Background: an optimization exercise with open tools, aiming at small area. Do not read the settings as production practice. The RTL was checked by simulation tests, not by an equivalence proof against the original design. Power and IR drop assume default switching activity.

## build 95
## top
module top(input        clk,
           input        rst,
           input        btn1,
           input        vive_sensor,
           output [2:0] led,
           output       transmission,
           output       clock,
           output       data);
Size: about 610 cells after synthesis, about 0.0088 mm^2 of cells after synthesis.
export LEC_CHECK = 0
export CAP_MARGIN = 20
export CORE_MARGIN = 2
export CORE_UTILIZATION = 40
export CTS_BUF_LIST = sky130_fd_sc_hd__clkbuf_4
export CTS_CLUSTER_DIAMETER = 50
export CTS_CLUSTER_SIZE = 12
export PLACE_DENSITY = 0.6
export SLEW_MARGIN = 20
create_clock -name core_clock -period 10.0 [get_ports {clk}]
standard.sh (not shown) runs the stock make flow with config.mk's settings and CLKGATE_MAP_FILE= SYNTH_SCRIPT=/design/flow/synth_recipe.tcl, a recipe that flattens the netlist after the stock synthesis.
==> flow/flow/run.sh <==
#!/bin/bash
set -e
cp standard.sh standard_copy.sh.txt
export CTS_ARGS="-sink_clustering_enable -repair_clock_nets -sink_clustering_size 12 -sink_clustering_max_diameter 50 -buf_list sky130_fd_sc_hd__clkbuf_4 -dont_use_dummy_load"
export BUFFER_PORTS_ARGS="-buffer_cell sky130_fd_sc_hd__buf_1"
bash standard.sh > standard.log 2>&1
What build 48 does differently from build 95 at the input level:
==> flow/flow/run.sh <==
#!/bin/bash
set -e
cp standard.sh standard_copy.sh.txt
export CTS_ARGS="-sink_clustering_enable -repair_clock_nets -sink_clustering_size 20 -sink_clustering_max_diameter 60 -buf_list sky130_fd_sc_hd__clkbuf_8 -dont_use_dummy_load"
export BUFFER_PORTS_ARGS="-buffer_cell sky130_fd_sc_hd__buf_1"
bash standard.sh > standard.log 2>&1
--- a/flow/config.mk
+++ b/flow/config.mk
@@ -11,3 +11,3 @@
-export CTS_BUF_LIST = sky130_fd_sc_hd__clkbuf_4
-export CTS_CLUSTER_DIAMETER = 50
-export CTS_CLUSTER_SIZE = 12
+export CTS_BUF_LIST = sky130_fd_sc_hd__clkbuf_8
+export CTS_CLUSTER_DIAMETER = 60
+export CTS_CLUSTER_SIZE = 20
### Flow results
Static leakage power: build 48 vs build 95 — no meaningful difference
The number of clock-tree buffers in the layout number comes out lower for build 48 vs build 95.
Build 48 vs build 95, global-route usage over all layers went down by 0.17 points.
The inputs of build 88 differ from those of build 48 as listed below.
==> flow/run.sh (new file) <==
#!/bin/bash
# synth_recipe.tcl (not shown) runs the flow's synth.tcl, then flattens the netlist and writes it again
# the make line also repeats each setting of config.mk as NAME=value (left out here)
make -C /OpenROAD-flow-scripts/flow DESIGN_CONFIG=/design/flow/config.mk WORK_HOME=/design/flow/orfs CLKGATE_MAP_FILE= SYNTH_SCRIPT=/design/flow/synth_recipe.tcl finish
removed: flow/flow/run.sh
removed: flow/standard.sh
## What came out
Build 88 vs build 48: area added between synthesis and finish up in build 88
The combinational power of build 88 exceeds that of build 48 by about 4%.
The core of build 88 is more densely filled than that of build 48.
Delta (build 88 minus build 48): first-iteration DRC count saw an increase; final area went up about 1.9%; total power went up; relative contribution of the clock network to total power increased by 4.1 points relative to the old numbers.
On wire length, build 88 tracks build 48 almost exactly.
Per the comparison of build 88 with build 48, wire length of the first global-routing pass fell about 0.9%; time the worst path needs with I/O delays and setup rose 0.66 ns.
Relative to build 48, worst setup slack has decreased by 0.66 ns in build 88.
Having completed the whole flow, build 88 delivered a layout that passed the timing, DRC and antenna checks.

* * *

## before
top, a different RTL version from the one above (not shown whole).
Size in the first run: roughly 650 cells after synthesis, about 10 I/O pins, about 9000 um^2 of cells after synthesis.
clock: 10.0 ns
lec_check: 0
cap_margin: 20
core_margin: 2
core_utilization: 40
cts_buf_list: sky130_fd_sc_hd__clkbuf_4
place_density: 0.6
slew_margin: 20
run.sh (not shown) runs the stock make flow with config.mk's settings and CLKGATE_MAP_FILE= SYNTH_SCRIPT=/design/flow/synth_recipe.tcl, a recipe that flattens the netlist after the stock synthesis.
Stock flow here: none of the scripts above is used.
> inputs changed (before -> after)
Settings: clearing CTS_BUF_LIST, which used to be sky130_fd_sc_hd__clkbuf_4.
==> comparison <==
| final wirelength | after vs before | better |. | sequential share of layout area | after vs before | 0.17 points higher |. after against before: power climbed about 2.3%; antenna diode count dropped 1; global-route usage over all layers dropped 0.41 points. As far as post-cts resize count goes, before and after are indistinguishable; the numbers are identical.

port drivers added, routing unchanged:
How much do the figures lean on ideal ports? The routed layouts below were timed once more, with nothing changed but the port constraints. Step 1 (the two cells are an assumption about what drives the block):
set clk [get_ports {clk}]
set_driving_cell -lib_cell sky130_fd_sc_hd__clkbuf_16 $clk
set_driving_cell -lib_cell sky130_fd_sc_hd__buf_2 [delete_from_list [all_inputs] $clk]
Step 2 times the ports against the registers' clock, not the clock port: input delays grow and output delays shrink by t, the midpoint of the rising clock arrivals with the driver on. Slacks: ideal ports / drivers / drivers and shift; pairs: ideal ports / drivers.
run	t, ns	setup WS [ns]	latest minus earliest clock arrival (ns)	slew at the worst register clock pin (ns)	worst slew at a driven data input, ns
build 95	0.661	4.891 / 4.856 / 5.518	0.055 / 0.055	0.12 / 0.12	0.03
build 48	0.512	5.020 / 4.982 / 5.494	0.070 / 0.070	0.11 / 0.11	0.03
build 88	0.546	4.364 / 4.328 / 4.874	0.033 / 0.033	0.12 / 0.12	0.03
before	0.680	4.498 / 4.474 / 4.474	0.051 / 0.050	0.07 / 0.07	0.03
after	0.536	4.491 / 4.466 / 4.466	0.026 / 0.025	0.06 / 0.06	0.03
After both steps every run listed still meets setup and hold. For after, which loses most, drivers alone change the setup slack by -0.025 ns; drivers and shift together by -0.025 ns.
